Source: an optimization exercise on an open RTL-to-GDS flow (aim: small area, a short achievable clock period and few clock cycles). Production flows keep margins and buffers that such runs may drop.
At most, simulation tests tie the RTL to the original design; equivalence was not proved.
Function not checked in runs 3 to 5: the RTL went through the layout flow alone.
Power is estimated from default activity; no workload was simulated.

===== design/flow/config.mk =====
export PLATFORM = sky130hd
export DESIGN_NAME = zhxpu_core
export DESIGN_NICKNAME = zhxpu_core
export VERILOG_FILES = /design/flow/design.v
export SDC_FILE = /design/flow/constraint.sdc
export NUM_CORES = 4
export LEC_CHECK = 0
export ABC_CLOCK_PERIOD_IN_PS = 4000
export CAP_MARGIN = 20
export CORE_MARGIN = 2
export CORE_UTILIZATION = 40
export SETUP_SLACK_MARGIN = 5
export SLEW_MARGIN = 20

===== design/flow/constraint.sdc =====
create_clock -name core_clock -period 9.0 [get_ports {clk}]
set_input_delay 1.8000 -clock core_clock [delete_from_list [all_inputs] [get_ports {clk}]]
set_output_delay 1.8000 -clock core_clock [all_outputs]
set_load 0.01 [all_outputs]

===== design/flow/run.sh =====
#!/bin/bash
# synth_recipe.tcl (not shown) runs the flow's synth.tcl, then flattens the netlist and writes it again
# the make line also repeats each setting of config.mk as NAME=value (left out here)
make -C /OpenROAD-flow-scripts/flow DESIGN_CONFIG=/design/flow/config.mk WORK_HOME=/design/flow/orfs CLKGATE_MAP_FILE= SYNTH_SCRIPT=/design/flow/synth_recipe.tcl finish

===== design/flow/design.v =====
`timescale 1ns / 1ps
module zhxpu_core(
	input clk,
	input rst,
	output wire [15:0] imem_addr,
	input [15:0] imem_rdata,
	input imem_ready,
	output wire [15:0] dmem_addr,
	output wire [15:0] dmem_wdata,
	output wire dmem_we,
	output wire dmem_re,
	input [15:0] dmem_rdata,
	input dmem_ready
);
	reg [15:0] pc;           
	reg [15:0] ir;           
	reg [15:0] gpr [0:7];
	reg [15:0] sp, ih, ra;
	reg t;
	reg [15:0] ex_a, ex_b;   
	reg ex_cin;
	reg ex_add, ex_and, ex_or, ex_shl, ex_sh, ex_arith;
	reg ex_ld, ex_st, ex_cmp, ex_wr, ex_br;
	reg [3:0] ex_dst;        
	wire ex_mem = ex_ld | ex_st;
	wire hold = !imem_ready || (ex_mem && !dmem_ready);
	wire [15:0] sum;
	zx_add16 u_alu_add(.a(ex_a), .b(ex_b), .cin(ex_cin), .s(sum));
	wire [15:0] add_p = ex_a ^ ex_b;
	wire [15:0] add_k = {ex_a[14:0] | ex_b[14:0], ex_cin};
	wire add_zero = &(add_p ~^ add_k);
	wire [15:0] b_rev;
	genvar gi;
	generate for (gi = 0; gi < 16; gi = gi + 1) begin : g_rev
		assign b_rev[gi] = ex_b[15 - gi];
	end endgenerate
	wire [15:0] sh_in = ex_shl ? b_rev : ex_b;
	wire fill = ex_arith & ex_b[15];
	wire big = |ex_a[15:4];
	wire [15:0] sh1 = ex_a[0] ? {fill, sh_in[15:1]} : sh_in;
	wire [15:0] sh2 = ex_a[1] ? {{2{fill}}, sh1[15:2]} : sh1;
	wire [15:0] sh4 = ex_a[2] ? {{4{fill}}, sh2[15:4]} : sh2;
	wire [15:0] sh8 = ex_a[3] ? {{8{fill}}, sh4[15:8]} : sh4;
	wire [15:0] shr = big ? {16{fill}} : sh8;
	wire [15:0] shr_rev;
	generate for (gi = 0; gi < 16; gi = gi + 1) begin : g_rev2
		assign shr_rev[gi] = shr[15 - gi];
	end endgenerate
	reg [15:0] oth;
	always @(*) begin
		if (ex_ld) oth = dmem_rdata;
		else if (ex_and) oth = ex_a & ex_b;
		else if (ex_or) oth = ex_a | ex_b;
		else if (ex_shl) oth = shr_rev;
		else oth = shr;
	end
	wire [15:0] ex_res = ex_add ? sum : oth;
	wire ex_zero = ex_add ? add_zero : ~|oth;
	wire ex_t = (ex_a != ex_b);
	assign dmem_addr = ex_a;
	assign dmem_wdata = ex_b;
	assign dmem_we = ex_st;
	assign dmem_re = ex_ld;
	always @(posedge clk) begin
		if (!hold) begin
			if (ex_wr) begin
				case (ex_dst)
					4'd8: sp <= ex_res;
					4'd9: ih <= ex_res;
					4'd10: ra <= ex_res;
					default: gpr[ex_dst[2:0]] <= ex_res;
				endcase
			end
			if (ex_cmp) t <= ex_t;
		end
	end
	wire [4:0] op = ir[15:11];
	wire [2:0] rx = ir[10:8];
	wire [2:0] ry = ir[7:5];
	wire [2:0] rz = ir[4:2];
	wire i_addiu  = op == 5'b01001;
	wire i_addiu3 = op == 5'b01000;
	wire g_01100  = op == 5'b01100;
	wire i_addsp  = g_01100 && rx == 3'b011;
	wire i_bteqz  = g_01100 && rx == 3'b000;
	wire i_btnez  = g_01100 && rx == 3'b001;
	wire i_mtsp   = g_01100 && rx == 3'b100;
	wire g_11100  = op == 5'b11100;        
	wire i_subu   = g_11100 && ir[1];
	wire g_11101  = op == 5'b11101;
	wire i_and    = g_11101 && ir[4:0] == 5'b01100;
	wire i_or     = g_11101 && ir[4:0] == 5'b01101;
	wire i_cmp    = g_11101 && ir[4:0] == 5'b01010;
	wire i_srav   = g_11101 && ir[4:0] == 5'b00111;
	wire g_jmp    = g_11101 && ir[4:0] == 5'b00000;
	wire i_mfpc   = g_jmp && ry == 3'b010;
	wire i_jalr   = g_jmp && ry == 3'b110;
	wire i_jrra   = g_jmp && ry == 3'b001;
	wire i_jr     = g_jmp && ry == 3'b000;
	wire i_b      = op == 5'b00010;
	wire i_beqz   = op == 5'b00100;
	wire i_bnez   = op == 5'b00101;
	wire i_li     = op == 5'b01101;
	wire i_move   = op == 5'b01111;
	wire i_lw     = op == 5'b10011;
	wire i_lwsp   = op == 5'b10010;
	wire i_sw     = op == 5'b11011;
	wire i_swsp   = op == 5'b11010;
	wire g_11110  = op == 5'b11110;
	wire i_mfih   = g_11110 && !ir[0];
	wire i_mtih   = g_11110 && ir[0];
	wire g_shift  = op == 5'b00110;        
	wire use_sp = i_addsp | i_lwsp | i_swsp;
	wire i_mem = i_lw | i_lwsp | i_sw | i_swsp;
	wire br_jump = i_jr | i_jalr | i_jrra;
	wire d_br = i_b | i_beqz | i_bnez | i_bteqz | i_btnez | br_jump;
	wire [15:0] a_gpr = gpr[rx];
	wire [15:0] a_reg = use_sp ? sp : i_mfih ? ih : i_jrra ? ra : a_gpr;
	wire [2:0] b_idx = i_swsp ? rx : ry;
	wire [15:0] b_reg = gpr[b_idx];
	wire ex_wr_gpr = ex_wr && !ex_dst[3];
	wire fwd_a = use_sp ? (ex_wr && ex_dst == 4'd8) :
		i_mfih ? (ex_wr && ex_dst == 4'd9) :
		i_jrra ? (ex_wr && ex_dst == 4'd10) :
		(ex_wr_gpr && ex_dst[2:0] == rx);
	wire fwd_b = ex_wr_gpr && ex_dst[2:0] == b_idx;
	wire [15:0] a_val = fwd_a ? ex_res : a_reg;
	wire [15:0] b_val = fwd_b ? ex_res : b_reg;
	wire t_val = ex_cmp ? ex_t : t;
	wire [15:0] sext8 = {{8{ir[7]}}, ir[7:0]};
	wire [15:0] sext4 = {{12{ir[3]}}, ir[3:0]};
	wire [15:0] sext5 = {{11{ir[4]}}, ir[4:0]};
	wire [15:0] sext11 = {{5{ir[10]}}, ir[10:0]};
	wire [3:0] shamt = (ir[4:2] == 3'b000) ? 4'd8 : {1'b0, ir[4:2]};
	wire [15:0] mem_off = (i_lw | i_sw) ? sext5 : sext8;
	wire [15:0] agu;
	zx_add16 u_agu(.a(a_reg), .b(mem_off), .cin(1'b0), .s(agu));
	wire stall = i_mem && fwd_a;
	wire a_zero = fwd_a ? ex_zero : (a_reg == 16'b0);
	wire taken = i_b | (i_beqz & a_zero) | (i_bnez & !a_zero)
		| (i_bteqz & !t_val) | (i_btnez & t_val) | br_jump;
	wire [15:0] br_target = pc + (i_b ? sext11 : sext8);
	wire [15:0] pc_inc = pc + 16'd1;
	wire [15:0] br_dest = br_jump ? a_val : br_target;
	wire [15:0] pc_next = taken ? br_dest : pc_inc;
	reg [15:0] op1, op2;
	reg d_cin, d_add, d_and, d_or, d_shl, d_sh, d_arith, d_ld, d_st, d_cmp, d_wr;
	reg [3:0] d_dst;
	always @(*) begin
		op1 = 16'b0;
		op2 = 16'b0;
		d_cin = 1'b0; d_add = 1'b0; d_and = 1'b0; d_or = 1'b0; d_shl = 1'b0; d_sh = 1'b0;
		d_arith = 1'b0; d_ld = 1'b0; d_st = 1'b0; d_cmp = 1'b0; d_wr = 1'b0;
		d_dst = {1'b0, rx};
		if (i_addiu) begin
			op1 = a_val; op2 = sext8; d_add = 1'b1; d_wr = 1'b1;
		end
		if (i_addiu3) begin
			op1 = a_val; op2 = sext4; d_add = 1'b1; d_wr = 1'b1; d_dst = {1'b0, ry};
		end
		if (i_addsp) begin
			op1 = a_val; op2 = sext8; d_add = 1'b1; d_wr = 1'b1; d_dst = 4'd8;
		end
		if (i_mtsp) begin
			op2 = b_val; d_add = 1'b1; d_wr = 1'b1; d_dst = 4'd8;
		end
		if (g_11100) begin
			op1 = a_val; op2 = i_subu ? ~b_val : b_val; d_cin = i_subu;
			d_add = 1'b1; d_wr = 1'b1; d_dst = {1'b0, rz};
		end
		if (i_and | i_or | i_cmp) begin
			op1 = a_val; op2 = b_val;
			d_and = i_and; d_or = i_or; d_cmp = i_cmp; d_wr = !i_cmp;
		end
		if (i_srav) begin
			op1 = a_val; op2 = b_val; d_sh = 1'b1; d_arith = 1'b1;
			d_wr = 1'b1; d_dst = {1'b0, ry};
		end
		if (g_shift) begin
			op1 = {12'b0, shamt}; op2 = b_val;
			d_shl = !ir[1]; d_sh = 1'b1; d_arith = ir[0]; d_wr = 1'b1;
		end
		if (d_br) begin
			op1 = pc; d_add = 1'b1;
		end
		if (i_jalr) begin
			d_wr = 1'b1; d_dst = 4'd10;
		end
		if (i_mfpc) begin
			op1 = ex_br ? ex_a : pc; d_cin = ex_br; d_add = 1'b1; d_wr = 1'b1;
		end
		if (i_li) begin
			op2 = {8'b0, ir[7:0]}; d_add = 1'b1; d_wr = 1'b1;
		end
		if (i_move) begin
			op2 = b_val; d_add = 1'b1; d_wr = 1'b1;
		end
		if (i_mfih) begin
			op1 = a_val; d_add = 1'b1; d_wr = 1'b1;
		end
		if (i_mtih) begin
			op1 = a_val; d_add = 1'b1; d_wr = 1'b1; d_dst = 4'd9;
		end
		if (i_lw | i_lwsp) begin
			op1 = agu; d_ld = 1'b1; d_wr = 1'b1; d_dst = i_lw ? {1'b0, ry} : {1'b0, rx};
		end
		if (i_sw | i_swsp) begin
			op1 = agu; op2 = b_val; d_st = 1'b1;
		end
	end
	assign imem_addr = pc;
	always @(posedge clk) begin
		if (!rst) begin
			pc <= 16'b0;
			ir <= 16'b0;
		end else if (!hold && !stall) begin
			pc <= pc_next;
			ir <= imem_rdata;
		end
	end
	always @(posedge clk) begin
		if (!rst) begin
			ex_ld <= 1'b0; ex_st <= 1'b0; ex_cmp <= 1'b0; ex_wr <= 1'b0;
			ex_br <= 1'b0;
		end else if (!hold) begin
			ex_ld <= d_ld & !stall;
			ex_st <= d_st & !stall;
			ex_cmp <= d_cmp & !stall;
			ex_wr <= d_wr & !stall;
			ex_br <= d_br & !stall;
		end
	end
	always @(posedge clk) begin
		if (!hold) begin
			ex_a <= op1; ex_b <= op2; ex_cin <= d_cin;
			ex_add <= d_add; ex_and <= d_and; ex_or <= d_or; ex_shl <= d_shl;
			ex_sh <= d_sh; ex_arith <= d_arith; ex_dst <= d_dst;
		end
	end
endmodule
module zx_add16(
	input [15:0] a,
	input [15:0] b,
	input cin,
	output [15:0] s
);
	wire [15:0] p = a ^ b;
	wire [15:0] g0 = a & b;
	wire [15:0] g = {g0[15:1], g0[0] | (p[0] & cin)};
	wire [15:0] g1, p1, g2, p2, g3, p3, g4, p4;
	genvar i;
	generate for (i = 0; i < 16; i = i + 1) begin : lvl
		if (i % 2 == 1) begin
			assign g1[i] = g[i] | (p[i] & g[i - 1]);
			assign p1[i] = p[i] & p[i - 1];
		end else begin
			assign g1[i] = g[i];
			assign p1[i] = p[i];
		end
		if (i % 4 >= 2) begin
			assign g2[i] = g1[i] | (p1[i] & g1[(i / 4) * 4 + 1]);
			assign p2[i] = p1[i] & p1[(i / 4) * 4 + 1];
		end else begin
			assign g2[i] = g1[i];
			assign p2[i] = p1[i];
		end
		if (i % 8 >= 4) begin
			assign g3[i] = g2[i] | (p2[i] & g2[(i / 8) * 8 + 3]);
			assign p3[i] = p2[i] & p2[(i / 8) * 8 + 3];
		end else begin
			assign g3[i] = g2[i];
			assign p3[i] = p2[i];
		end
		if (i >= 8) begin
			assign g4[i] = g3[i] | (p3[i] & g3[7]);
			assign p4[i] = p3[i] & p3[7];
		end else begin
			assign g4[i] = g3[i];
			assign p4[i] = p3[i];
		end
	end endgenerate
	assign s = p ^ {g4[14:0], cin};
endmodule

==> results.sh, run 1 <==
export IMPL_synth_top_cell_area_share=0.365
export IMPL_startpoint_type="flop"
export IMPL_ir_worst_vdd_mv=0.159
export IMPL_worstPathMaxFanout=4
export IMPL_die_y_um=216
export IMPL_antenna_found_initial=2
export IMPL_totalWireLength_mm=66.8
export IMPL_endpoint_kind="flop"
export IMPL_cp_slowest_cell="or4_4"
export IMPL_grt_max_degree=45
export IMPL_crit_chain="or4_4, nor4_4, buf_12, a211oi_4, o21ai_2, ha_2, inv_2, fa_2, nor2b_2, o21ai_2, a21boi_1, o21ai_1, a21boi_1, o2111a_2, nor2_2, a2111o_1, a21boi_2, o21ai_2, nand4_1, or4b_4"
export IMPL_setup_viol=0
export IMPL_synth_top_area_cell="edfxtp_1"
export IMPL_setup_tns_ps=0
export IMPL_min_from="ex_cmp"
export IMPL_synth_area_leaders="edfxtp_1 (36%), mux4_2 (12%), dfxtp_1 (4.4%), ha_1 (4.3%), mux2i_1 (3.4%)"
export IMPL_ys_async_sr_fraction=0
export IMPL_finalCriticalPeriod_ps=4610
export IMPL_r2r_start="ir[0]"
export IMPL_fp_coreArea_mm2=0.0443
export IMPL_path_class="flop to flop"
export IMPL_hold_violations=0
export IMPL_maxSlewViolCount=0
export IMPL_power_density_mw_per_mm2=149
export IMPL_grt_pass1_wl_mm=98.8
export IMPL_r2r_slack_ps=4390
export IMPL_diodes=0
export IMPL_io_buffers=85
export IMPL_layout_commonest_cell="edfxtp_1"
export IMPL_cts_sinks=259
export IMPL_reg2regPathDepth=20
export IMPL_syn_nets=1813
export IMPL_hp_class="flop to flop"
export IMPL_grt_remaining_overflow=0
export IMPL_maxSlewHeadroom=0.362
export IMPL_hold_path_depth=2
export IMPL_holdWs_ps=473
export IMPL_drtIter0Drc=1850
export IMPL_routedWlPerCell_um=27.0
export IMPL_yosysSeqAreaShare=0.409
export IMPL_via_per_inst=6.34
export IMPL_skew_ps=22.9
export IMPL_rsz0062_at_grt="yes"
export IMPL_synth_warnings=1
export IMPL_drc=0
export IMPL_postRouteAntennaNets=0
export IMPL_yosysUniqueCellTypes=87
export IMPL_clkTransAtPathRegs_ps=60
export IMPL_slowest_delay_ps=550
export IMPL_leakage_nw=8.15
export IMPL_vias=15600
export IMPL_h_tree_depth=1
export IMPL_p_total_mw=3.32
export IMPL_crit_top_cell="o21ai_2"
export IMPL_drive_above_1_share=0.252
export IMPL_io_pins=86
export IMPL_max_cap_violations=0
export IMPL_firstDrtPassIters=5
export IMPL_area_growth_pct=24.0
export IMPL_num_rows=77
export IMPL_required_ps=9320
export IMPL_arrival_ps=4930
export IMPL_hold_end="ex_cmp"
export IMPL_grt_pass1_vias=14900
export IMPL_synth_seq_cells=259
export IMPL_syn_area_mm2=0.0180
export IMPL_postSynthAreaPerCell_um2=10.6
export IMPL_max_freq_mhz=217
export IMPL_synth_edff_count=219
export IMPL_r2r_end="ex_a[15]"
export IMPL_cts_buffers=29
export IMPL_worst_pin_slew_ps=950
export IMPL_hpwl_mm=44.5
export IMPL_die_w_um=216
export IMPL_clock_latency_ps=590
export IMPL_track_usage=0.278
export IMPL_ys_flop_type="edfxtp_1"
export IMPL_gp_congestion=0.983
export IMPL_syn_inst=1705
export IMPL_initial_core_util=0.407
export IMPL_layout_common_cells="edfxtp_1 (219), nand2_1 (154), nor2_1 (134)"
export IMPL_fp_dieArea_mm2=0.0468
export IMPL_num_fill_cells=3963
export IMPL_nets=1964
export IMPL_root_buffer="clkbuf_16"
export IMPL_clk_path_buf_depth=3
export IMPL_cts_tree="done"
export IMPL_period_share=0.512
export IMPL_status="no timing/DRC/antenna violations"
==> how the worst max path moves through the flow <==
stage	slack, ps	endpoint	start
finish	4390	ex_a[15]	ir[0]
CTS	4430	ex_a[15]	ir[2]
global placement	3510	ex_a[15]	ir[14]
floorplan	4460	gpr[6][0]	dmem_ready
global route	4250	ex_a[15]	ir[0]
detailed placement	3460	ex_a[15]	ir[14]
==> synth_stat cells (20+ instances only) <==
library cell	count
edfxtp_1	219
nand2_1	158
nor2_1	137
a21oi_1	111
mux4_2	94
clkbuf_1	90
inv_1	76
o21ai_0	76
ha_1	62
mux2i_1	62
xnor2_1	41
dfxtp_1	40
nor3_1	36
nand3_1	33
a211oi_1	24
buf_2	23
nor4_1	23
nor2b_1	21
o211ai_1	21
a22oi_1	20
==> final cells by class <==
cell class | count | area (um^2) | area share
Inverter | 80 | 312 | 0.0139
Multi-Input combinational cell | 1241 | 10600 | 0.474
Clock inverter | 16 | 148 | 0.00660
Timing Repair inverter | 1 | 5.00 | 0.000224
Sequential cell | 259 | 7410 | 0.331
Clock buffer | 36 | 769 | 0.0344
Tap cell | 592 | 741 | 0.0331
Timing Repair Buffer | 244 | 2370 | 0.106
==> where the power goes <==
part | internal, mW | switching (mW)
clock network | 0.664 | 0.495
logic | 0.313 | 0.446
registers | 1.36 | 0.0456
==> cells by family (layout without fill, tap and decap cells) <==
kind of cell | Yosys count | in the layout | share of synthesized area
buffers and inverters | 205 | 377 | 0.0468
DFF | 259 | 259 | 0.409
and+or+nand+nor | 516 | 516 | 0.141
AOI/OAI and AO/OA | 416 | 416 | 0.154
adders and majority gates | 72 | 72 | 0.0541
xor gates and xnor gates | 58 | 58 | 0.0282
muxes | 179 | 179 | 0.167
==> routing by layer <==
layer	global-route usage	routed length [um]	vias to the layer above
li1	-	-	6858
met1	0.373	26900	7810
met2	0.459	31600	814
met3	0.0466	5760	161
met4	0.0929	2520	4
met5	0	23	-
==> sequential cells by signal, indices dropped and copies added (netlist names), named ones only <==
signal / cells
ex_a: 16
sp: 16
ex_b: 16
ih: 16
ex_ld: 1
pc: 16
t: 1
ex_arith: 1
ex_add: 1
ex_cmp: 1
ex_or: 1
ex_br: 1
ir: 16
ex_and: 1
ex_wr: 1
ex_st: 1
gpr: 128
ex_dst: 4
ex_cin: 1
ex_shl: 1
ra: 16
==> timing repair <==
| item | CTS | global route |
|---|---|---|
| endpoints found under the hold margin | 0 | 0 |
| hold buffers | 0 | 0 |
| endpoints found under the setup margin | 71 | 63 |
| setup buffers | 78 | 23 |
| pin swaps | 51 | 42 |
| gates cloned | 6 | 1 |
| resized for setup | 147 | 65 |
==> critical path: cells and delay by family, from the launching register on <==
kind	cells	cell delay, ps
compound gates	10	1650
fa+ha+maj	2	530
buf+inv	2	200
flops	1	360
simple gates	6	1600
==> metrics by stage <==
stage	utilization	cells	worst slack, ps	area, um^2
4_1_cts	0.493	2445	4430	21800
3_5_place_dp	0.442	2309	3460	19600
3_3_place_gp	0.442	2309	3510	19600
5_1_grt	0.504	2469	4250	22400
6_report	0.504	2469	4390	22400
2_1_floorplan	-	1705	4460	18100
Testbench counts, summed over its fixed seeds: cycles 41,477.
==> run 2: changes to the inputs <==
--- a/design/flow/config.mk
+++ b/design/flow/config.mk
@@ -6,5 +6,4 @@
 export NUM_CORES = 4
 export LEC_CHECK = 0
-export ABC_CLOCK_PERIOD_IN_PS = 4000
 export CAP_MARGIN = 20
 export CORE_MARGIN = 2
==> run 2 against run 1 <==
Effect of this change: still clean; clock power barely moved; register-to-register slack barely moved; non-clock buffer count did not move; via count did not move; combinational power barely moved; core utilization did not move.
==> results.sh, run 2 <==
export IMPL_antenna_found_initial=2
export IMPL_status="no timing/DRC/antenna violations"
export IMPL_grt_pass1_vias=14900
export IMPL_largest_reg_flops=128
export IMPL_cp_slowest_cell="or4_4"
export IMPL_hold_violations=0
export IMPL_ys_flop_type="edfxtp_1"
export IMPL_num_rows=77
export IMPL_path_class="flop to flop"
export IMPL_drc=0
export IMPL_worst_pin_slew_ps=950
export IMPL_synth_common_cells="edfxtp_1 (219), nand2_1 (158), nor2_1 (137), a21oi_1 (111), mux4_2 (94)"
export IMPL_yosysSeqAreaShare=0.409
export IMPL_io_pins=86
export IMPL_dp_cells=2309
export IMPL_fp_dieArea_mm2=0.0468
export IMPL_period_share=0.512
export IMPL_cts_sinks=259
export IMPL_ys_async_sr_fraction=0
export IMPL_synth_area_leaders="edfxtp_1 (36%), mux4_2 (12%), dfxtp_1 (4.4%), ha_1 (4.3%), mux2i_1 (3.4%)"
export IMPL_max_freq_mhz=217
export IMPL_synth_top_area_cell="edfxtp_1"
export IMPL_die_y_um=216
export IMPL_max_cap_violations=0
export IMPL_die_w_um=216
export IMPL_initial_core_util=0.407
export IMPL_totalWireLength_mm=66.8
export IMPL_worstPathMaxFanout=4
export IMPL_h_tree_depth=1
export IMPL_clock_latency_ps=590
export IMPL_final_cells=2469
export IMPL_hold_buffers=0
export IMPL_nets=1964
export IMPL_syn_area_mm2=0.0180
export IMPL_routedWlPerCell_um=27.0
export IMPL_stdcell_area_mm2=0.0224
export IMPL_finalCriticalPeriod_ps=4610
export IMPL_required_ps=9320
export IMPL_grt_max_degree=45
export IMPL_use_met2=0.459
export IMPL_pre_cts_slack_ps=3460
export IMPL_layout_common_cells="edfxtp_1 (219), nand2_1 (154), nor2_1 (134)"
export IMPL_via_per_inst=6.34
export IMPL_crit_chain="or4_4, nor4_4, buf_12, a211oi_4, o21ai_2, ha_2, inv_2, fa_2, nor2b_2, o21ai_2, a21boi_1, o21ai_1, a21boi_1, o2111a_2, nor2_2, a2111o_1, a21boi_2, o21ai_2, nand4_1, or4b_4"
export IMPL_cts_tree="done"
export IMPL_postRouteAntennaNets=0
export IMPL_endpoint_kind="flop"
export IMPL_p_total_mw=3.32
export IMPL_timing_final_ws_setup_ps=4390
export IMPL_place_area_mm2=0.0196
export IMPL_vias=15600
export IMPL_area_growth_pct=24.0
export IMPL_slowest_delay_ps=550
export IMPL_use_met1=0.373
export IMPL_synth_seq_cells=259
export IMPL_synth_edff_count=219
export IMPL_skew_ps=22.9
export IMPL_startpoint_type="flop"
export IMPL_top_usage_layer="met2"
export IMPL_crit_top_cell="o21ai_2"
export IMPL_synth_warnings=1
export IMPL_fp_coreArea_mm2=0.0443
export IMPL_power_density_mw_per_mm2=149
export IMPL_setup_tns_ps=0
export IMPL_maxSlewHeadroom=0.362
export IMPL_clk_path_buf_depth=3
export IMPL_cts_buffers=29
export IMPL_arrival_ps=4930
export IMPL_synth_top_cell_area_share=0.365
export IMPL_ir_worst_vdd_mv=0.159
export IMPL_track_usage=0.278
export IMPL_yosysUniqueCellTypes=87
export IMPL_gp_congestion=0.983
export IMPL_holdWs_ps=473
export IMPL_hp_class="flop to flop"
export IMPL_hpwl_mm=44.5
export IMPL_fin_util=0.504
export IMPL_rsz0062_at_grt="yes"
export IMPL_syn_inst=1705
export IMPL_layout_commonest_cell="edfxtp_1"
export IMPL_setup_viol=0
export IMPL_clkTransAtPathRegs_ps=60
export IMPL_grt_remaining_overflow=0
export IMPL_diodes=0
export IMPL_use_met3=0.0466
export IMPL_drtIter0Drc=1850
export IMPL_yosysMostFrequentCell="edfxtp_1"
export IMPL_maxSlewViolCount=0
export IMPL_syn_nets=1813
export IMPL_firstDrtPassIters=5
export IMPL_drive_above_1_share=0.252
export IMPL_postSynthAreaPerCell_um2=10.6
export IMPL_grt_pass1_wl_mm=98.8
export IMPL_root_buffer="clkbuf_16"
export IMPL_io_buffers=85
export IMPL_leakage_nw=8.15
==> run 2: cells by family (layout without fill, tap and decap cells) <==
logic type / count (synthesis) / count (layout) / synth area share
buffers and inverters: 205 / 377 / 0.0468
adder cells (fa/ha/maj): 72 / 72 / 0.0541
XOR/XNOR: 58 / 58 / 0.0282
flip-flops: 259 / 259 / 0.409
multiplexers: 179 / 179 / 0.167
AO/OA/AOI/OAI: 416 / 416 / 0.154
AND/OR/NAND/NOR: 516 / 516 / 0.141
==> run 2: what timing repair did <==
action                                  CTS  global route
gates resized for setup                 147            65
endpoints found under the setup margin   71            63
buffers inserted                         78            23
cloned                                    6             1
pin swaps                                51            42
==> run 2: area by class of cell <==
type	count	area (um^2)
multi-input cells	1241	10600
clock buffers	36	769
repair buffers	244	2370
fillers	3963	22000
flip-flops and latches	259	7410
clock inverters	16	148
well taps	592	741
inverters	80	312
repair inverters	1	5.00
==> run 2: where the power goes <==
| part | internal [mW] | switching [mW] | leakage (nW) |
|---|---|---|---|
| clock network | 0.664 | 0.495 | 0.457 |
| registers | 1.36 | 0.0456 | 2.36 |
| logic | 0.313 | 0.446 | 5.33 |
| total | 2.33 | 0.987 | 8.15 |
==> run 2: worst paths after layout <==
check,to,cells after the start,from,slack (ps)
min,ex_cmp,2,ex_cmp,470
max reg2reg,ex_a[15],20,ir[0],4390
min reg2reg,ex_cmp,2,ex_cmp,470
max,ex_a[15],20,ir[0],4390
==> run 2: worst max-delay path, delay by kind of cell, from the launching register on <==
family | cells | cell delay [ps]
buffers and inverters | 2 | 200
and+or+nand+nor | 6 | 1600
DFF | 1 | 360
AOI/OAI and AO/OA | 10 | 1650
adders and majority gates | 2 | 530
==> run 2: layer usage <==
layer / vias up / part of all wire
li1: 6858 / -
met1: 7810 / 0.40
met3: 161 / 0.086
met2: 814 / 0.47
met4: 4 / 0.038
met5: - / 0.00034
==> run 3: changes to the inputs <==
--- a/design/flow/design.v
+++ b/design/flow/design.v
@@ -15,4 +15,5 @@
 	reg [15:0] pc;           
 	reg [15:0] ir;           
+	reg ir_sp, ir_ih, ir_ra;  
 	reg [15:0] gpr [0:7];
 	reg [15:0] sp, ih, ra;
@@ -57,5 +58,5 @@
 	wire [15:0] ex_res = ex_add ? sum : oth;
 	wire ex_zero = ex_add ? add_zero : ~|oth;
-	wire ex_t = (ex_a != ex_b);
+	wire ex_t = !add_zero;   
 	assign dmem_addr = ex_a;
 	assign dmem_wdata = ex_b;
@@ -111,16 +112,16 @@
 	wire i_mtih   = g_11110 && ir[0];
 	wire g_shift  = op == 5'b00110;        
-	wire use_sp = i_addsp | i_lwsp | i_swsp;
+	wire use_sp = ir_sp;
 	wire i_mem = i_lw | i_lwsp | i_sw | i_swsp;
 	wire br_jump = i_jr | i_jalr | i_jrra;
 	wire d_br = i_b | i_beqz | i_bnez | i_bteqz | i_btnez | br_jump;
 	wire [15:0] a_gpr = gpr[rx];
-	wire [15:0] a_reg = use_sp ? sp : i_mfih ? ih : i_jrra ? ra : a_gpr;
+	wire [15:0] a_reg = ir_sp ? sp : ir_ih ? ih : ir_ra ? ra : a_gpr;
 	wire [2:0] b_idx = i_swsp ? rx : ry;
 	wire [15:0] b_reg = gpr[b_idx];
 	wire ex_wr_gpr = ex_wr && !ex_dst[3];
-	wire fwd_a = use_sp ? (ex_wr && ex_dst == 4'd8) :
-		i_mfih ? (ex_wr && ex_dst == 4'd9) :
-		i_jrra ? (ex_wr && ex_dst == 4'd10) :
+	wire fwd_a = ir_sp ? (ex_wr && ex_dst == 4'd8) :
+		ir_ih ? (ex_wr && ex_dst == 4'd9) :
+		ir_ra ? (ex_wr && ex_dst == 4'd10) :
 		(ex_wr_gpr && ex_dst[2:0] == rx);
 	wire fwd_b = ex_wr_gpr && ex_dst[2:0] == b_idx;
@@ -136,5 +137,6 @@
 	wire [15:0] agu;
 	zx_add16 u_agu(.a(a_reg), .b(mem_off), .cin(1'b0), .s(agu));
-	wire stall = i_mem && fwd_a;
+	wire ex_slow = ex_sh | ex_ld;
+	wire stall = fwd_a && (i_mem || ((i_beqz | i_bnez | br_jump) && ex_slow));
 	wire a_zero = fwd_a ? ex_zero : (a_reg == 16'b0);
 	wire taken = i_b | (i_beqz & a_zero) | (i_bnez & !a_zero)
@@ -169,7 +171,10 @@
 			d_add = 1'b1; d_wr = 1'b1; d_dst = {1'b0, rz};
 		end
-		if (i_and | i_or | i_cmp) begin
+		if (i_and | i_or) begin
 			op1 = a_val; op2 = b_val;
-			d_and = i_and; d_or = i_or; d_cmp = i_cmp; d_wr = !i_cmp;
+			d_and = i_and; d_or = i_or; d_wr = 1'b1;
+		end
+		if (i_cmp) begin
+			op1 = a_val; op2 = ~b_val; d_cin = 1'b1; d_add = 1'b1; d_cmp = 1'b1;
 		end
 		if (i_srav) begin
@@ -209,4 +214,8 @@
 		end
 	end
+	wire [4:0] f_op = imem_rdata[15:11];
+	wire f_sp = (f_op == 5'b01100 && imem_rdata[10:8] == 3'b011) || f_op == 5'b10010 || f_op == 5'b11010;
+	wire f_ih = f_op == 5'b11110 && !imem_rdata[0];
+	wire f_ra = f_op == 5'b11101 && imem_rdata[7:5] == 3'b001 && imem_rdata[4:0] == 5'b00000;
 	assign imem_addr = pc;
 	always @(posedge clk) begin
@@ -214,7 +223,9 @@
 			pc <= 16'b0;
 			ir <= 16'b0;
+			ir_sp <= 1'b0; ir_ih <= 1'b0; ir_ra <= 1'b0;
 		end else if (!hold && !stall) begin
 			pc <= pc_next;
 			ir <= imem_rdata;
+			ir_sp <= f_sp; ir_ih <= f_ih; ir_ra <= f_ra;
 		end
 	end
==> run 3 against run 2 <==
Effect of this change: via count is 11% higher; still clean; critical path depth is 4 lower; clock skew is 9.7 ps lower; sequential power hardly changed; largest cell class unchanged; clock power is 9% higher.
==> results.sh, run 3 <==
export IMPL_yosysSeqAreaShare=0.405
export IMPL_num_fill_cells=4222
export IMPL_cts_tree="done"
export IMPL_crit_chain="buf_4, bufbuf_16, nor2_1, mux2i_2, and3_1, o31ai_1, a31oi_2, nor3b_1, nor4bb_2, nand4_1, buf_6, and4_4, nor3b_4, buf_12, a2111oi_0, a311o_1"
export IMPL_drc=0
export IMPL_setup_tns_ps=0
export IMPL_p_seq_frac=0.408
export IMPL_path_class="flop to flop"
export IMPL_period_share=0.454
export IMPL_timing_final_ws_setup_ps=4920
export IMPL_grt_pass1_vias=15800
export IMPL_max_cap_violations=0
export IMPL_maxSlewHeadroom=0.265
export IMPL_synth_edff_count=220
export IMPL_die_y_um=219
export IMPL_hold_buffers=0
export IMPL_synth_top_area_cell="edfxtp_1"
export IMPL_max_freq_mhz=245
export IMPL_syn_inst=1958
export IMPL_fp_dieArea_mm2=0.0479
export IMPL_vias=17400
export IMPL_layout_commonest_cell="nand2_1"
export IMPL_grt_max_degree=66
export IMPL_drive_above_1_share=0.201
export IMPL_pre_cts_slack_ps=3890
export IMPL_largest_reg_flops=128
export IMPL_nets=2222
export IMPL_clock_latency_ps=580
export IMPL_track_usage=0.278
export IMPL_synth_common_cells="nand2_1 (315), edfxtp_1 (220), nor2_1 (116), a21oi_1 (112), clkbuf_1 (111)"
export IMPL_fp_coreArea_mm2=0.0455
export IMPL_hpwl_mm=44.8
export IMPL_antenna_found_initial=1
export IMPL_p_total_mw=3.50
export IMPL_grt_remaining_overflow=0
export IMPL_internal_power_mw=2.46
export IMPL_synth_area_leaders="edfxtp_1 (36%), nand2_1 (6.4%), mux4_2 (4.9%), dfxtp_1 (4.7%), mux2i_1 (4.6%)"
export IMPL_ir_worst_vdd_mv=0.139
export IMPL_swShare=0.295
export IMPL_cts_sinks=263
export IMPL_hp_class="flop to flop"
export IMPL_holdWs_ps=489
export IMPL_postRouteAntennaNets=0
export IMPL_synth_top_cell_area_share=0.358
export IMPL_postSynthAreaPerCell_um2=9.42
export IMPL_fin_util=0.506
export IMPL_grt_pass1_wl_mm=101
export IMPL_initial_core_util=0.406
export IMPL_final_cells=2737
export IMPL_drtIter0Drc=2214
export IMPL_syn_area_mm2=0.0185
export IMPL_place_area_mm2=0.0199
export IMPL_skew_ps=13.2
export IMPL_pwr_share_comb=0.229
export IMPL_yosysUniqueCellTypes=86
export IMPL_ys_flop_type="edfxtp_1"
export IMPL_endpoint_kind="flop"
export IMPL_worst_pin_slew_ps=1100
export IMPL_clk_path_buf_depth=3
export IMPL_io_pins=86
export IMPL_cp_slowest_cell="edfxtp_1"
export IMPL_worstPathMaxFanout=25
export IMPL_clkPwrFrac=0.363
export IMPL_layout_common_cells="nand2_1 (315), edfxtp_1 (220), buf_4 (144)"
export IMPL_h_tree_depth=1
export IMPL_stdcell_area_mm2=0.0230
export IMPL_critPathTopFamily="simple AND/OR/NAND/NOR gates"
export IMPL_synth_warnings=1
export IMPL_totalWireLength_mm=68.8
export IMPL_crit_buf_inv=4
export IMPL_die_w_um=219
export IMPL_status="no timing/DRC/antenna violations"
export IMPL_multiInputGateArea_mm2=0.0109
export IMPL_area_growth_pct=24.8
export IMPL_routedWlPerCell_um=25.2
export IMPL_maxSlewViolCount=0
export IMPL_via_per_inst=6.37
export IMPL_clkTransAtPathRegs_ps=60
export IMPL_firstDrtPassIters=9
export IMPL_synth_seq_cells=263
export IMPL_diodes=0
export IMPL_setup_viol=0
export IMPL_arrival_ps=4540
export IMPL_hold_violations=0
export IMPL_required_ps=9460
export IMPL_startpoint_type="flop"
export IMPL_dp_cells=2543
export IMPL_yosysMostFrequentCell="nand2_1"
export IMPL_finalCriticalPeriod_ps=4080
export IMPL_gp_congestion=0.959
export IMPL_rsz0062_at_grt="yes"
export IMPL_power_density_mw_per_mm2=152
export IMPL_syn_nets=2066
export IMPL_seq_area_mm2=0.00748
export IMPL_slowest_delay_ps=530
export IMPL_power_switching_mw=1.03
export IMPL_io_buffers=85
export IMPL_num_rows=78
export IMPL_leakage_nw=8.56
export IMPL_ys_async_sr_fraction=0
export IMPL_root_buffer="clkbuf_16"
export IMPL_cts_buffers=29
run 3: changes by cell type in the layout (fill, tap and decap cells not counted), sizes merged, moves of 12 or more:
cell / change
buf: +25
nor2: -22
xnor2: -19
a31oi: +20
nand2: +157
a22oi: +12
mux4: -54
mux2i: +23
xor2: +14
a211oi: -15
and3: +21
nand3: +42
run 3: layer usage:
layer / vias to the layer above / part of all wire / GRT usage
li1: 7670 / - / -
met1: 8555 / 0.42 / 0.397
met2: 1028 / 0.45 / 0.437
met3: 176 / 0.091 / 0.0330
met4: 0 / 0.036 / 0.0941
met5: - / 0 / 0
run 3: path summary, 6_finish.rpt:
path / slack [ps] / startpoint / cells past startpoint / to
worst min register to register: 490 / ex_st / 2 / ex_st
worst max register to register: 4920 / ex_a[1] / 16 / pc[1]
worst max-delay path: 4920 / ex_a[1] / 16 / pc[1]
worst min-delay path: 490 / ex_st / 2 / ex_st
run 3: power groups by stage:
stage | combinational, mW | clock (mW) | sequential (mW)
final | 0.800 | 1.27 | 1.43
after detailed placement | 0.623 | 0 | 1.47
after CTS | 0.719 | 1.29 | 1.42
after global routing | 0.847 | 1.34 | 1.43
after global placement | 0.619 | 0 | 1.47
after floorplan | 0.419 | 0 | 1.43
run 3: kinds of logic after synthesis:
family,count (synthesis),share of synthesized area
and+or+nand+nor,746,0.193
DFF,263,0.405
AOI/OAI and AO/OA,457,0.166
xor gates and xnor gates,53,0.0256
adders and majority gates,72,0.0529
buffers and inverters,215,0.0465
muxes,152,0.111
run 3: tightest hold or removal path, delay by kind of cell (launching register included):
| family | cells | cell delay [ps] |
|---|---|---|
| flops | 1 | 330 |
| compound gates | 1 | 50 |
| simple gates | 1 | 60 |
run 3: area by class of cell:
class / instances / share of cell area
clock inverter: 17 / 0.00913
tap: 600 / 0.0326
clock buffer: 37 / 0.0354
sequential: 263 / 0.325
inverter: 68 / 0.0115
timing repair buffer: 270 / 0.115
timing repair inverter: 1 / 0.000217
multi-input combinational: 1481 / 0.472
run 3: what timing repair did:
action                     CTS  global route
setup buffers               74            55
gates cloned                 6             5
setup endpoints to repair  128            42
gates resized for setup     90           104
pin swaps                   17            37
==> run 4: changes to the inputs <==
--- a/design/flow/design.v
+++ b/design/flow/design.v
@@ -116,8 +116,16 @@
 	wire br_jump = i_jr | i_jalr | i_jrra;
 	wire d_br = i_b | i_beqz | i_bnez | i_bteqz | i_btnez | br_jump;
-	wire [15:0] a_gpr = gpr[rx];
+	wire [2:0] b_idx = i_swsp ? rx : ry;
+	reg [15:0] a_gpr, b_reg;
+	integer ri;
+	always @(*) begin
+		a_gpr = 16'b0;
+		b_reg = 16'b0;
+		for (ri = 0; ri < 8; ri = ri + 1) begin
+			a_gpr = a_gpr | (gpr[ri] & {16{rx == ri}});
+			b_reg = b_reg | (gpr[ri] & {16{b_idx == ri}});
+		end
+	end
 	wire [15:0] a_reg = ir_sp ? sp : ir_ih ? ih : ir_ra ? ra : a_gpr;
-	wire [2:0] b_idx = i_swsp ? rx : ry;
-	wire [15:0] b_reg = gpr[b_idx];
 	wire ex_wr_gpr = ex_wr && !ex_dst[3];
 	wire fwd_a = ir_sp ? (ex_wr && ex_dst == 4'd8) :
--- a/design/flow/config.mk
+++ b/design/flow/config.mk
@@ -6,4 +6,5 @@
 export NUM_CORES = 4
 export LEC_CHECK = 0
+export ABC_AREA = 1
 export CAP_MARGIN = 20
 export CORE_MARGIN = 2
==> run 4 against run 3 <==
Effect of this change: still clean on timing, DRC and antenna; flip-flop and latch count down 3; critical path depth up 11; core utilization down 1.8 points; clock skew up 19 ps; critical path type unchanged; largest cell class unchanged; highest routed layer unchanged.
==> results.sh, run 4 <==
export IMPL_status="no timing/DRC/antenna violations"
export IMPL_initial_core_util=0.405
export IMPL_die_y_um=213
export IMPL_clkTransAtPathRegs_ps=60
export IMPL_synth_top_area_cell="edfxtp_1"
export IMPL_via_per_inst=5.84
export IMPL_vias=17200
export IMPL_crit_top_cell="nand2_2"
export IMPL_cts_sinks=260
export IMPL_setup_viol=0
export IMPL_crit_end="ex_a[14]"
export IMPL_rsz0062_at_grt="yes"
export IMPL_h_tree_depth=1
export IMPL_synth_seq_cells=260
export IMPL_area_growth_pct=20.6
export IMPL_max_freq_mhz=236
export IMPL_synth_area_leaders="edfxtp_1 (38%), nand2_1 (9.6%), nand3_1 (6.2%), inv_1 (5.8%), dfxtp_1 (4.6%)"
export IMPL_yosysSeqAreaShare=0.426
export IMPL_slowest_delay_ps=390
export IMPL_synth_edff_count=220
export IMPL_totalWireLength_mm=65.9
export IMPL_hpwl_mm=47.3
export IMPL_holdWs_ps=466
export IMPL_ys_async_sr_fraction=0
export IMPL_grt_pass1_vias=16000
export IMPL_worst_pin_slew_ps=1020
export IMPL_fp_coreArea_mm2=0.0430
export IMPL_timing_final_ws_setup_ps=4750
export IMPL_syn_nets=2305
export IMPL_io_pins=86
export IMPL_startpoint_type="flop"
export IMPL_yosysMostFrequentCell="nand2_1"
export IMPL_drive_above_1_share=0.118
export IMPL_synth_top_cell_area_share=0.380
export IMPL_track_usage=0.286
export IMPL_antenna_found_initial=0
export IMPL_layout_commonest_cell="nand2_1"
export IMPL_cts_tree="done"
export IMPL_r2r_start="ir[8]"
export IMPL_fp_dieArea_mm2=0.0452
export IMPL_r2r_slack_ps=4750
export IMPL_reg2regPathDepth=27
export IMPL_root_buffer="clkbuf_16"
export IMPL_r2r_end="ex_a[14]"
export IMPL_routedWlPerCell_um=22.4
export IMPL_synth_warnings=1
export IMPL_max_cap_violations=0
export IMPL_path_class="flop to flop"
export IMPL_nets=2450
export IMPL_synth_compound_area_frac=0.170
export IMPL_synth_simple_gate_area_frac=0.234
export IMPL_synth_mux_area_frac=0
export IMPL_postRouteAntennaNets=0
export IMPL_maxSlewHeadroom=0.315
export IMPL_layout_common_cells="nand2_1 (433), inv_1 (256), edfxtp_1 (220)"
export IMPL_hold_violations=0
export IMPL_clock_latency_ps=590
export IMPL_hp_class="flop to flop"
export IMPL_worstPathMaxFanout=6
export IMPL_fin_util=0.488
export IMPL_grt_max_degree=43
export IMPL_postSynthAreaPerCell_um2=7.92
export IMPL_endpoint_kind="flop"
export IMPL_clk_path_buf_depth=3
export IMPL_power_density_mw_per_mm2=171
export IMPL_leakage_nw=8.68
export IMPL_required_ps=9280
export IMPL_hold_path_depth=2
export IMPL_cp_slowest_cell="dfxtp_4"
export IMPL_yosys_area_share_xor_xnor=0.0272
export IMPL_synth_adder_area_share=0.0561
export IMPL_arrival_ps=4530
export IMPL_setup_worst_path_start="ir[8]"
export IMPL_synth_top_family_by_area="simple AND/OR/NAND/NOR gates"
export IMPL_io_buffers=85
export IMPL_period_share=0.472
export IMPL_maxSlewViolCount=0
export IMPL_setup_tns_ps=0
export IMPL_num_rows=76
export IMPL_diodes=0
export IMPL_grt_pass1_wl_mm=97.6
export IMPL_drc=0
export IMPL_skew_ps=32.6
export IMPL_grt_remaining_overflow=0
export IMPL_synth_common_cells="nand2_1 (443), inv_1 (268), edfxtp_1 (220), nand3_1 (214), nor2_1 (211)"
export IMPL_syn_area_mm2=0.0174
export IMPL_yosysUniqueCellTypes=64
export IMPL_gp_congestion=1.02
export IMPL_syn_inst=2197
export IMPL_ir_worst_vdd_mv=0.167
export IMPL_finalCriticalPeriod_ps=4250
export IMPL_pre_cts_slack_ps=3730
export IMPL_largest_reg_flops=128
export IMPL_cts_buffers=28
export IMPL_ys_flop_type="edfxtp_1"
export IMPL_die_w_um=213
export IMPL_firstDrtPassIters=6
export IMPL_drtIter0Drc=2027
[run 4: cell types whose count changed after synthesis, sizes merged, moves of 61 or more]
| cell | delta |
|---|---|
| nand2 | +133 |
| inv | +218 |
| clkbuf | -61 |
| nand3 | +143 |
| mux2i | -85 |
| nor2 | +100 |
[run 4: cell families (layout without fill, tap and decap cells)]
family,after synthesis,in the layout
buf+inv,379,542
fa+ha+maj,72,72
compound gates,479,479
simple gates,953,954
flops,260,260
xor+xnor,54,54
[run 4: through the flow]
step           total power [mW]  cell area [um^2]  instances
2_1_floorplan              1.95             17400       2197
3_3_place_gp               2.24             18800       2806
3_5_place_dp               2.25             18800       2806
4_1_cts                    3.52             20500       2915
5_1_grt                    3.73             21000       2946
6_report                   3.58             21000       2946
[run 4: layer usage]
metal | GRT usage | wire length, um | up-vias
met5 | 0 | 0 | -
met4 | 0.107 | 3170 | 0
met3 | 0.0365 | 5500 | 215
met2 | 0.484 | 30700 | 928
met1 | 0.375 | 26500 | 8156
li1 | - | - | 7894
[run 4: how the worst min path moves through the flow]
stage | start | end | slack [ps]
global placement | ex_br | ex_br | 460
detailed placement | ex_cmp | ex_cmp | 460
finish | ex_cmp | ex_cmp | 470
CTS | ex_cmp | ex_cmp | 470
global route | ex_cmp | ex_cmp | 490
floorplan | ex_br | ex_br | 450
[run 4: power by group]
| part | internal (mW) | switching (mW) |
|---|---|---|
| clock network | 0.732 | 0.487 |
| registers | 1.38 | 0.0687 |
| logic | 0.336 | 0.576 |
| total | 2.45 | 1.13 |
[run 4: repair_timing]
item                       CTS  global route
hold buffers                 0             0
pin swaps                   16            29
setup endpoints to repair  134            60
gates resized for setup     69            78
gates cloned                 2             0
setup buffers               58            31
[run 4: worst max-delay path: cells and delay by family (launching register included)]
family | cells | cell delay (ps)
xor+xnor | 1 | 140
fa+ha+maj | 2 | 510
buf+inv | 3 | 370
simple gates | 11 | 930
compound gates | 10 | 1590
flops | 1 | 390
[run 4: final cells by class]
class                      instances  area, um^2
timing repair buffer             203        1850
inverter                         289        1150
fill                            4196       22000
multi-input combinational       1559        8860
tap                              585         732
clock inverter                    13         211
clock buffer                      36         752
timing repair inverter             1        5.00
sequential                       260        7420
==> run 5: changes to the inputs <==
--- a/design/flow/config.mk
+++ b/design/flow/config.mk
@@ -9,5 +9,7 @@
 export CAP_MARGIN = 20
 export CORE_MARGIN = 2
-export CORE_UTILIZATION = 40
+export CORE_UTILIZATION = 60
+export CTS_BUF_LIST = sky130_fd_sc_hd__clkbuf_8
 export SETUP_SLACK_MARGIN = 5
 export SLEW_MARGIN = 20
+export TNS_END_PERCENT = 10
==> run 5 against run 4 <==
Effect of this change: still clean on timing, DRC and antenna; critical path depth fell by 6; power fell by 7.1%; wire length fell by 6.0%; cell count fell by 6.7%; flip-flop and latch count did not move; synthesized cell count did not move; core utilization rose by 22 points; design area fell by 3.6%; critical path type unchanged.
==> results.sh, run 5 <==
export IMPL_max_freq_mhz=233
export IMPL_cts_sinks=260
export IMPL_seq_area_mm2=0.00742
export IMPL_largest_reg_flops=128
export IMPL_grt_remaining_overflow=0
export IMPL_startpoint_type="flop"
export IMPL_drive_above_1_share=0.110
export IMPL_multiInputGateArea_mm2=0.00881
export IMPL_vias=17600
export IMPL_use_met1=0.488
export IMPL_internal_power_mw=2.21
export IMPL_clock_latency_ps=600
export IMPL_slowest_delay_ps=620
export IMPL_max_cap_violations=0
export IMPL_clkPwrFrac=0.305
export IMPL_use_met3=0.0779
export IMPL_hp_class="flop to flop"
export IMPL_required_ps=9340
export IMPL_setup_tns_ps=0
export IMPL_gp_congestion=1.03
export IMPL_syn_inst=2197
export IMPL_num_fill_cells=2232
export IMPL_postRouteAntennaNets=0
export IMPL_diodes=0
export IMPL_io_buffers=85
export IMPL_layout_common_cells="nand2_1 (436), inv_1 (275), edfxtp_1 (220)"
export IMPL_via_per_inst=6.42
export IMPL_rsz0062_at_grt="yes"
export IMPL_syn_nets=2305
export IMPL_die_y_um=174
export IMPL_h_tree_depth=2
export IMPL_r2r_end="ex_a[15]"
export IMPL_clkTransAtPathRegs_ps=70
export IMPL_swShare=0.337
export IMPL_root_buffer="clkbuf_8"
export IMPL_synth_common_cells="nand2_1 (443), inv_1 (268), edfxtp_1 (220), nand3_1 (214), nor2_1 (211)"
export IMPL_initial_core_util=0.608
export IMPL_ir_worst_vdd_mv=0.290
export IMPL_setup_viol=0
export IMPL_track_usage=0.396
export IMPL_hold_end="ex_cmp"
export IMPL_syn_area_mm2=0.0174
export IMPL_synth_top_cell_area_share=0.380
export IMPL_drc=0
export IMPL_stdcell_area_mm2=0.0202
export IMPL_path_class="flop to flop"
export IMPL_worst_pin_slew_ps=1110
export IMPL_endpoint_kind="flop"
export IMPL_pre_cts_slack_ps=3800
export IMPL_worstPathMaxFanout=8
export IMPL_leakage_nw=8.54
export IMPL_hold_path_depth=2
export IMPL_place_area_mm2=0.0186
export IMPL_maxSlewViolCount=0
export IMPL_clk_path_buf_depth=3
export IMPL_p_seq_frac=0.436
export IMPL_yosysSeqAreaShare=0.426
export IMPL_synth_seq_cells=260
export IMPL_top_usage_layer="met2"
export IMPL_min_from="ex_cmp"
export IMPL_synth_warnings=1
export IMPL_crit_chain="nand3_2, clkinvlp_4, buf_4, buf_4, buf_4, a221oi_1, nand3_1, o211ai_1, a21oi_1, ha_1, a21oi_1, nand2_2, a21o_1, a21o_1, a21o_1, nand2_1, nand2_2, a21oi_2, o21ai_1, a21oi_1, a21oi_1"
export IMPL_ys_flop_type="edfxtp_1"
export IMPL_reg2regPathDepth=21
export IMPL_num_rows=62
export IMPL_cp_slowest_cell="a21oi_1"
export IMPL_yosysUniqueCellTypes=64
export IMPL_yosysMostFrequentCell="nand2_1"
export IMPL_grt_pass1_vias=16500
export IMPL_postSynthAreaPerCell_um2=7.92
export IMPL_timing_final_ws_setup_ps=4700
export IMPL_r2r_start="ir[9]"
export IMPL_grt_pass1_wl_mm=92.4
export IMPL_pwr_share_comb=0.259
export IMPL_hpwl_mm=43.8
export IMPL_nets=2440
export IMPL_cts_buffers=43
export IMPL_cts_tree="done"
export IMPL_maxSlewHeadroom=0.251
export IMPL_synth_area_leaders="edfxtp_1 (38%), nand2_1 (9.6%), nand3_1 (6.2%), inv_1 (5.8%), dfxtp_1 (4.6%)"
export IMPL_firstDrtPassIters=7
export IMPL_layout_commonest_cell="nand2_1"
export IMPL_totalWireLength_mm=62.0
export IMPL_drtIter0Drc=2352
export IMPL_fp_dieArea_mm2=0.0304
export IMPL_ys_async_sr_fraction=0
export IMPL_area_growth_pct=16.3
export IMPL_power_switching_mw=1.12
export IMPL_skew_ps=36.9
export IMPL_fp_coreArea_mm2=0.0286
export IMPL_status="no timing/DRC/antenna violations"
export IMPL_finalCriticalPeriod_ps=4300
export IMPL_period_share=0.477
export IMPL_routedWlPerCell_um=22.6
export IMPL_grt_max_degree=43
export IMPL_use_met2=0.658
export IMPL_synth_top_area_cell="edfxtp_1"
export IMPL_io_pins=86
export IMPL_hold_violations=0
export IMPL_antenna_found_initial=2
export IMPL_crit_top_cell="a21oi_1"
export IMPL_r2r_slack_ps=4700
export IMPL_arrival_ps=4630
export IMPL_power_density_mw_per_mm2=164
export IMPL_synth_edff_count=220
export IMPL_die_w_um=174
export IMPL_holdWs_ps=471
## run 5: cell counts after synthesis
Identical to the previous run, type by type.
## run 5: worst max path at each step
| stage | slack (ps) | end | from | cells past startpoint |
|---|---|---|---|---|
| floorplan | 5000 | ex_a[15] | ir[8] | 30 |
| finish | 4700 | ex_a[15] | ir[9] | 21 |
| global route | 4520 | ex_a[15] | ir[9] | 28 |
| global placement | 3940 | ex_a[15] | ir[9] | 28 |
| CTS | 4870 | ex_a[15] | ir[8] | 28 |
| detailed placement | 3800 | ex_a[15] | ir[9] | 28 |
## run 5: what timing repair did
action / 4_1_cts / 5_1_grt
hold buffers: 0 / 0
pin swaps: 14 / 31
buffers inserted: 30 / 33
cloned: 2 / 0
resized for setup: 64 / 42
endpoints found under the setup margin: 131 / 48
## run 5: power groups by stage
stage                     clock network, mW  registers (mW)  logic, mW
after floorplan                           0            1.44      0.508
after global placement                    0            1.48      0.733
after detailed placement                  0            1.48      0.748
after CTS                              1.01            1.45      0.793
after global routing                   1.07            1.45      0.932
final                                  1.02            1.45      0.863
## run 5: area by class of cell
class                   count  area share
multi-input cells        1559       0.435
flip-flops and latches    260       0.367
repair buffers            178      0.0775
inverters                 289      0.0566
clock buffers              43      0.0292
well taps                 384      0.0237
clock inverters            34      0.0108
repair inverters            1    0.000247
## run 5: stage by stage
| step | utilization | cells | power, mW |
|---|---|---|---|
| final | 0.707 | 2748 | 3.33 |
| after CTS | 0.693 | 2715 | 3.25 |
| after floorplan | - | 2197 | 1.95 |
| after global routing | 0.707 | 2748 | 3.45 |
| after global placement | 0.649 | 2606 | 2.21 |
| after detailed placement | 0.649 | 2606 | 2.23 |
## run 5: logic make-up (layout without fill, tap and decap cells)
logic type,count (synthesis),in the layout,synth area share
flops,260,260,0.426
buf+inv,379,545,0.0861
xor+xnor,54,54,0.0272
simple gates,953,954,0.234
fa+ha+maj,72,72,0.0561
compound gates,479,479,0.170
## run 5: metal layers
layer	part of all wire	routed length, um
met4	0.061	3810
met3	0.11	6810
met2	0.47	28900
met1	0.36	22400
met5	0.00021	13
## run 5: critical path, delay by kind of cell, from the launching register on
family                     cells  cell delay [ps]
DFF                            1              440
adders and majority gates      1              390
buffers and inverters          4              660
and+or+nand+nor                5              560
AOI/OAI and AO/OA             11             1970
==> run 6: changes to the inputs <==
--- a/design/flow/design.v
+++ b/design/flow/design.v
@@ -142,7 +142,9 @@
 	wire [15:0] sext11 = {{5{ir[10]}}, ir[10:0]};
 	wire [3:0] shamt = (ir[4:2] == 3'b000) ? 4'd8 : {1'b0, ir[4:2]};
-	wire [15:0] mem_off = (i_lw | i_sw) ? sext5 : sext8;
+	wire br_rel = i_b | i_beqz | i_bnez | i_bteqz | i_btnez;
+	wire [15:0] tgt_base = br_rel ? pc : a_reg;
+	wire [15:0] tgt_off = i_b ? sext11 : (i_lw | i_sw) ? sext5 : sext8;
 	wire [15:0] agu;
-	zx_add16 u_agu(.a(a_reg), .b(mem_off), .cin(1'b0), .s(agu));
+	zx_add16 u_agu(.a(tgt_base), .b(tgt_off), .cin(1'b0), .s(agu));
 	wire ex_slow = ex_sh | ex_ld;
 	wire stall = fwd_a && (i_mem || ((i_beqz | i_bnez | br_jump) && ex_slow));
@@ -150,5 +152,5 @@
 	wire taken = i_b | (i_beqz & a_zero) | (i_bnez & !a_zero)
 		| (i_bteqz & !t_val) | (i_btnez & t_val) | br_jump;
-	wire [15:0] br_target = pc + (i_b ? sext11 : sext8);
+	wire [15:0] br_target = agu;
 	wire [15:0] pc_inc = pc + 16'd1;
 	wire [15:0] br_dest = br_jump ? a_val : br_target;
--- a/design/flow/config.mk
+++ b/design/flow/config.mk
@@ -9,7 +9,5 @@
 export CAP_MARGIN = 20
 export CORE_MARGIN = 2
-export CORE_UTILIZATION = 60
-export CTS_BUF_LIST = sky130_fd_sc_hd__clkbuf_8
+export CORE_UTILIZATION = 40
 export SETUP_SLACK_MARGIN = 5
 export SLEW_MARGIN = 20
-export TNS_END_PERCENT = 10
==> run 6 against run 5 <==
Effect of this change: maximum frequency rose by 4.0%; clock-buffer cell count fell by 10; worst setup slack improved by 170 ps; synthesized cell count fell by 3.3%; flip-flop and latch count did not move; non-clock buffer count rose by 33; core utilization fell by 21 points; clock skew rose by 14 ps; critical path type unchanged; critical endpoint is now pc[15].
==> results.sh, run 6 <==
export IMPL_synth_area_leaders="edfxtp_1 (39%), nand2_1 (9.8%), nand3_1 (6.1%), inv_1 (5.9%), dfxtp_1 (4.7%)"
export IMPL_leakage_nw=8.38
export IMPL_num_fill_cells=4016
export IMPL_cts_tree="done"
export IMPL_worstPathMaxFanout=6
export IMPL_io_buffers=85
export IMPL_drive_above_1_share=0.145
export IMPL_slowest_delay_ps=410
export IMPL_layout_commonest_cell="nand2_1"
export IMPL_fp_coreArea_mm2=0.0419
export IMPL_ir_worst_vdd_mv=0.187
export IMPL_ys_async_sr_fraction=0
export IMPL_internal_power_mw=2.44
export IMPL_drtIter0Drc=2185
export IMPL_initial_core_util=0.404
export IMPL_startpoint_type="flop"
export IMPL_gp_congestion=1.01
export IMPL_synth_edff_count=220
export IMPL_grt_pass1_wl_mm=97.7
export IMPL_syn_inst=2124
export IMPL_largest_reg_flops=128
export IMPL_syn_area_mm2=0.0169
export IMPL_rsz0062_at_grt="yes"
export IMPL_skew_ps=50.5
export IMPL_postRouteAntennaNets=0
export IMPL_cts_buffers=28
export IMPL_p_seq_frac=0.395
export IMPL_yosysMostFrequentCell="nand2_1"
export IMPL_antenna_found_initial=0
export IMPL_synth_top_area_cell="edfxtp_1"
export IMPL_postSynthAreaPerCell_um2=7.96
export IMPL_yosysSeqAreaShare=0.438
export IMPL_r2r_start="ir[9]"
export IMPL_die_w_um=210
export IMPL_clock_latency_ps=610
export IMPL_drc=0
export IMPL_max_cap_violations=0
export IMPL_r2r_slack_ps=4870
export IMPL_via_per_inst=5.95
export IMPL_root_buffer="clkbuf_16"
export IMPL_yosysUniqueCellTypes=57
export IMPL_power_density_mw_per_mm2=180
export IMPL_vias=16900
export IMPL_track_usage=0.296
export IMPL_clkPwrFrac=0.313
export IMPL_r2r_end="pc[15]"
export IMPL_swShare=0.345
export IMPL_hold_buffers=0
export IMPL_endpoint_kind="flop"
export IMPL_cp_slowest_cell="dfxtp_4"
export IMPL_finalCriticalPeriod_ps=4130
export IMPL_maxSlewViolCount=0
export IMPL_dp_cells=2690
export IMPL_grt_max_degree=40
export IMPL_synth_seq_cells=260
export IMPL_synth_top_cell_area_share=0.391
export IMPL_maxSlewHeadroom=0.351
export IMPL_fp_dieArea_mm2=0.0439
export IMPL_totalWireLength_mm=67.0
export IMPL_cts_sinks=260
export IMPL_status="no timing/DRC/antenna violations"
export IMPL_period_share=0.459
export IMPL_worst_pin_slew_ps=965
export IMPL_firstDrtPassIters=6
export IMPL_die_y_um=210
export IMPL_clkTransAtPathRegs_ps=60
export IMPL_syn_nets=2216
export IMPL_hp_class="flop to flop"
export IMPL_required_ps=9510
export IMPL_crit_top_cell="nand2_1"
export IMPL_pwr_share_comb=0.292
export IMPL_max_freq_mhz=242
export IMPL_hold_path_depth=2
export IMPL_area_growth_pct=21.9
export IMPL_path_class="flop to flop"
export IMPL_setup_viol=0
export IMPL_synth_common_cells="nand2_1 (442), inv_1 (268), edfxtp_1 (220), nand3_1 (206), nor2_1 (180)"
export IMPL_nets=2373
export IMPL_ys_flop_type="edfxtp_1"
export IMPL_setup_tns_ps=0
export IMPL_power_switching_mw=1.28
export IMPL_routedWlPerCell_um=23.6
export IMPL_hold_violations=0
export IMPL_grt_remaining_overflow=0
export IMPL_hold_end="ex_br"
export IMPL_grt_pass1_vias=15400
export IMPL_num_rows=75
export IMPL_clk_path_buf_depth=3
export IMPL_hpwl_mm=46.8
export IMPL_synth_warnings=1
export IMPL_layout_common_cells="nand2_1 (428), inv_1 (249), edfxtp_1 (220)"
export IMPL_reg2regPathDepth=32
export IMPL_arrival_ps=4640
export IMPL_h_tree_depth=1
export IMPL_final_cells=2842
export IMPL_min_from="ex_br"
export IMPL_io_pins=86
==> run 6: layer usage <==
layer / wire (um) / share of wire / GRT usage
met5: 0 / 0 / 0
met4: 3210 / 0.048 / 0.128
met3: 6530 / 0.097 / 0.0519
met2: 29300 / 0.44 / 0.454
met1: 28000 / 0.42 / 0.411
==> run 6: layout make-up <==
| cell class | instances | area, um^2 | share of cell area |
|---|---|---|---|
| flip-flops and latches | 260 | 7430 | 0.360 |
| repair inverters | 2 | 10.0 | 0.000485 |
| repair buffers | 211 | 1880 | 0.0910 |
| inverters | 283 | 1130 | 0.0548 |
| clock inverters | 18 | 198 | 0.00959 |
| clock buffers | 33 | 719 | 0.0349 |
| multi-input cells | 1495 | 8580 | 0.416 |
| diodes | 1 | 2.50 | 0.000121 |
| well taps | 539 | 674 | 0.0327 |
==> run 6: worst max path at each step <==
stage,startpoint,end,depth (start not counted)
finish,ir[9],pc[15],32
global route,ir[9],pc[15],31
CTS,ir[9],pc[14],30
detailed placement,ir[10],pc[14],32
global placement,ir[10],pc[15],30
floorplan,dmem_ready,gpr[0][0],6
==> run 6: cell families after synthesis <==
kind of cell | count (synthesis) | share of synthesized area
and+or+nand+nor | 921 | 0.238
AOI/OAI and AO/OA | 475 | 0.169
buffers and inverters | 370 | 0.0879
DFF | 260 | 0.438
adders and majority gates | 56 | 0.0454
xor gates and xnor gates | 40 | 0.0207
muxes | 2 | 0.00126
==> run 6: repair_timing <==
action | 4_1_cts | 5_1_grt
setup endpoints to repair | 111 | 76
hold endpoints to repair | 0 | 0
buffers inserted | 53 | 43
gates resized for setup | 90 | 110
gates cloned | 2 | 1
pin swaps | 16 | 55
==> run 6: power groups by stage <==
stage | Combinational (mW) | Sequential (mW) | Clock (mW)
after floorplan | 0.574 | 1.46 | 0
after global placement | 0.899 | 1.50 | 0
after detailed placement | 0.903 | 1.50 | 0
after CTS | 0.975 | 1.47 | 1.17
after global routing | 1.17 | 1.47 | 1.21
final | 1.09 | 1.47 | 1.17
==> run 6: per-stage QoR <==
step	area [um^2]	util	hold slack (ps)	power (mW)	setup WS, ps
after global placement	18300	0.436	456	2.40	3920
after CTS	19900	0.475	467	3.62	4940
after detailed placement	18300	0.436	458	2.40	3770
final	20600	0.493	466	3.72	4870
after floorplan	17000	-	445	2.04	4790
after global routing	20600	0.493	501	3.86	4610
==> run 6: critical path: cells and delay by family (launching register included) <==
kind	cells	cell delay [ps]
xor+xnor	1	250
simple gates	17	1560
compound gates	8	1010
fa+ha+maj	1	290
flops	1	410
buf+inv	5	530
Testbench counts of run 6, summed over its fixed seeds: cycles 41,488.

-- port drivers added, routing unchanged --
How much do the figures lean on ideal ports? The routed layouts below were timed once more, with nothing changed but the port constraints. Step 1 assumes that a clkbuf_16 drives the clock port and a buf_2 every other input. Step 2, shift: input delay + t, output delay - t, t = (earliest + latest rising clock arrival at the registers) / 2. This alone moves slack from input paths to output paths. Slacks: no drivers / after step 1 / after step 2; pairs: no drivers / after step 1.
run | t, ns | slack for setup (ns) | worst setup path after step 2 | cell pins on the clock port's net
run 1 | 0.627 | 4.392 / 4.392 / 4.098 | input to register | 1
run 2 | 0.627 | 4.392 / 4.392 / 4.098 | input to register | 1
run 3 | 0.622 | 4.918 / 4.918 / 4.447 | input to register | 1
run 4 | 0.623 | 4.754 / 4.754 / 4.740 | input to register | 1
run 5 | 0.631 | 4.703 / 4.703 / 4.703 | register to register | 1
run 6 | 0.639 | 4.870 / 4.870 / 4.591 | input to register | 1
After both steps every run listed still meets setup and hold. For run 3, which loses most, drivers alone change the setup slack by 0.000 ns; drivers and shift together by -0.471 ns.
